Context: an optimization exercise on an open-source flow, tuned for small area. The choices shown serve that exercise and are no tape-out recipe.
The RTL was checked by simulation tests, not by an equivalence proof against the original design.
Power is estimated from default activity; no workload was simulated.

== lane 1 ==
==> flow/design.v (excerpt) <==
module sauria_sa_top #(
    parameter X = 4,
    parameter Y = 4,
    parameter IA_W = 8,
    parameter IB_W = 8,
    parameter OC_W = 32,
    parameter TH_W = 2
)(
    input  logic                 i_clk,
    input  logic                 i_rstn,
    input  logic [Y*IA_W-1:0]    i_a,
    input  logic [X*IB_W-1:0]    i_b,
    input  logic [Y*OC_W-1:0]    i_c,
    input  logic                 i_reg_clear,
    input  logic                 i_pipeline_en,
    input  logic [X-1:0]         i_cswitch,
    input  logic                 i_cscan_en,
    input  logic [TH_W-1:0]      i_thres,
    output logic [Y*OC_W-1:0]    o_c
);
clock: 5.5 ns
lec_check: 0
cap_margin: 20
core_margin: 2
core_utilization: 40
place_density: 0.6
slew_margin: 20
synth_hierarchical: 1
standard.sh (not shown) runs the stock make flow with config.mk's settings and CLKGATE_MAP_FILE= SYNTH_SCRIPT=/design/flow/synth_recipe.tcl, a recipe that flattens the netlist after the stock synthesis.
==> flow/flow/run.sh <==
#!/bin/bash
set -euo pipefail
export BUFFER_PORTS_ARGS="-buffer_cell sky130_fd_sc_hd__buf_1"
export CTS_ARGS="-sink_clustering_enable -repair_clock_nets -dont_use_dummy_load -buf_list sky130_fd_sc_hd__clkbuf_8 -sink_clustering_size 20"
bash standard.sh > standard.log 2>&1
## Diff of input files: lane 2 against lane 1
==> flow/run.sh (new file) <==
#!/bin/bash
# synth_recipe.tcl (not shown) runs the flow's synth.tcl, then flattens the netlist and writes it again
# the make line also repeats each setting of config.mk as NAME=value (left out here)
make -C /OpenROAD-flow-scripts/flow DESIGN_CONFIG=/design/flow/config.mk WORK_HOME=/design/flow/orfs CLKGATE_MAP_FILE= SYNTH_SCRIPT=/design/flow/synth_recipe.tcl finish
diff --git a/flow/config.mk b/flow/config.mk
--- a/flow/config.mk
+++ b/flow/config.mk
@@ -9,4 +9,6 @@
 export CORE_MARGIN = 2
 export CORE_UTILIZATION = 40
+export CTS_BUF_LIST = sky130_fd_sc_hd__clkbuf_8
+export CTS_CLUSTER_SIZE = 20
 export PLACE_DENSITY = 0.6
 export SLEW_MARGIN = 20
removed: flow/flow/run.sh
removed: flow/standard.sh
==> summary.txt <==
Total power: lane 2 vs lane 1 up about 6%
Min number of ordinary and repair buffers in the finished layout across lane 2 and lane 1: lane 2
Where static power due to leakage is concerned, lane 1 is better than lane 2.
Going from lane 1 to lane 2, layout clock buffer count grew by more than 10%.
met3 layer usage reported by global route down 0.31 points in lane 2 wrt lane 1
Input-level comparison between lane 3 and lane 2:
diff --git a/flow/config.mk b/flow/config.mk
--- a/flow/config.mk
+++ b/flow/config.mk
@@ -9,6 +9,4 @@
 export CORE_MARGIN = 2
 export CORE_UTILIZATION = 40
-export CTS_BUF_LIST = sky130_fd_sc_hd__clkbuf_8
-export CTS_CLUSTER_SIZE = 20
 export PLACE_DENSITY = 0.6
 export SLEW_MARGIN = 20
### Flow results
- Area of the core of lane 3 is on par with lane 2.
- Lane 3 reports its timing startpoint of the critical path as pe_rows[1].pe[1].negl_q$_DFF_PN0_ while lane 2 reports pe_rows[3].pe[3].negl_q$_DFF_PN0_.
- Any difference in layout overhead on the synthesized area between lane 2 and lane 3 is small enough to ignore.
- Compare lane 2 and lane 3 | peak supply drop lower: lane 2
- Lane 3 against lane 2: final area saw little to no change, clock edge transition at the registers on the reported setup and hold paths level, count of clock-buffer cells in the layout shows a reduction of about 37%.
- Against lane 2, lane 3 reports a worst-case clock buffer depth that is lower.
- Share of the cycle needed by the critical path after routing across lane 2 and lane 3: no real change.
- Per the comparison of lane 3 with lane 2, first-pass GRT wire length lost 2400 um, global-route usage over all layers flat.
- Detail-routed via count per cell of lane 3 exceeds that of lane 2 slightly.

* * *

Setup of job 101:
sauria_sa_top, a different RTL version from the one above (not shown whole).
Size in the first run: about 8800 cells after synthesis, about 1400 flip-flops, roughly 330 I/O pins, about 94000 um2 of cells after synthesis.
==> flow/config.mk <==
export PLATFORM = sky130hd
export DESIGN_NAME = sauria_sa_top
export DESIGN_NICKNAME = sauria_sa_top
export VERILOG_FILES = /design/flow/design.v
export SDC_FILE = /design/flow/constraint.sdc
export NUM_CORES = 4
export LEC_CHECK = 0
export CAP_MARGIN = 20
export CORE_MARGIN = 2
export CORE_UTILIZATION = 40
export PLACE_DENSITY = 0.6
export SLEW_MARGIN = 20
export SYNTH_HIERARCHICAL = 1
==> flow/constraint.sdc <==
create_clock -name core_clock -period 5.5 [get_ports {i_clk}]
set_input_delay 1.1000 -clock core_clock [delete_from_list [all_inputs] [get_ports {i_clk}]]
set_output_delay 1.1000 -clock core_clock [all_outputs]
set_load 0.01 [all_outputs]
==> flow/flow/run.sh <==
#!/bin/bash
set -euo pipefail
export BUFFER_PORTS_ARGS="-buffer_cell sky130_fd_sc_hd__buf_1"
export CTS_ARGS="-sink_clustering_enable -repair_clock_nets -dont_use_dummy_load -buf_list sky130_fd_sc_hd__clkbuf_8 -sink_clustering_size 12 -sink_clustering_max_diameter 80"
bash standard.sh > standard.log 2>&1
Inputs modified between job 101 and job 102:
Settings: PLACE_DENSITY now 0.72, was 0.6; SLEW_MARGIN now 10, was 20; CAP_MARGIN now 10, was 20; CORE_UTILIZATION now 55, was 40; GPL_TIMING_DRIVEN now 0, previously not set; SETUP_SLACK_MARGIN now 0.12, previously not set.
==> comparison <==
Compared with job 101, in job 102 non-clock buffer area fraction after layout went down 2.3 points; multi-input gate share of the layout cell area went up 2.4 points; worst-case setup margin in the final layout went down 0.0054 ns; first-pass GRT wire length went down 3.5%; maximum vdd ir drop went down 9.0%.
Non-clock buffer count (job 102 vs. job 101) decreases by more than 10%
The capture point of the worst path comes out pe_rows[2].pe[0].acc_q[20] in one run and pe_rows[1].pe[1].acc_q[24] in the other, namely in job 102 and job 101 respectively.
From job 101 to job 102 the numbers moved as follows: number of clock buffers inserted by TritonCTS shrank by 4.9%, worst-case reg-to-reg path depth now smaller, clock tree cell share of total cell area did not really move, cell area down 2.6%.
Count of filler cells inserted in the layout shrinks by more than a quarter when moving from job 101 to job 102.

==> what the ideal ports hide <==
No port has a modelled driver above. Below, the same layouts with a new extraction and two added sets of constraints.
Step 1, drivers: a clkbuf_16 drives i_clk and a buf_2 each remaining input, both assumed.
Step 2 adds t to the input delays and takes it off the output delays; t is the mean of the earliest and latest rising clock arrival at the registers after step 1. Input paths then give back, and output paths get back, about the clock's delay inside the block.
a / b / c = no drivers / after step 1 / after step 2; a / b = the first two.
| run | shift t [ns] | slack for setup (ns) | hold WS [ns] | worst setup path at the end | worst register clock-pin slew, ns |
|---|---|---|---|---|---|
| lane 1 | 1.103 | 0.253 / 0.253 / 0.253 | 0.260 / 0.194 / 0.484 | register to register | 0.07 / 0.07 |
| lane 2 | 1.109 | 0.257 / 0.257 / 0.257 | 0.090 / 0.082 / 0.484 | register to register | 0.07 / 0.07 |
| lane 3 | 0.930 | 0.263 / 0.263 / 0.263 | 0.293 / 0.283 / 0.485 | register to register | 0.07 / 0.07 |
| job 101 | 0.996 | 0.143 / 0.105 / -0.892 | 0.363 / 0.305 / 0.450 | input to register | 0.10 / 0.10 |
| job 102 | 0.988 | 0.138 / 0.033 / -0.955 | 0.211 / 0.153 / 0.444 | input to register | 0.10 / 0.10 |
With both steps, setup timing fails in job 101 and job 102, where it was met with ideal ports. The setup slack of job 102, which loses most, moves by -0.105 ns with the drivers and by -1.093 ns with both steps.
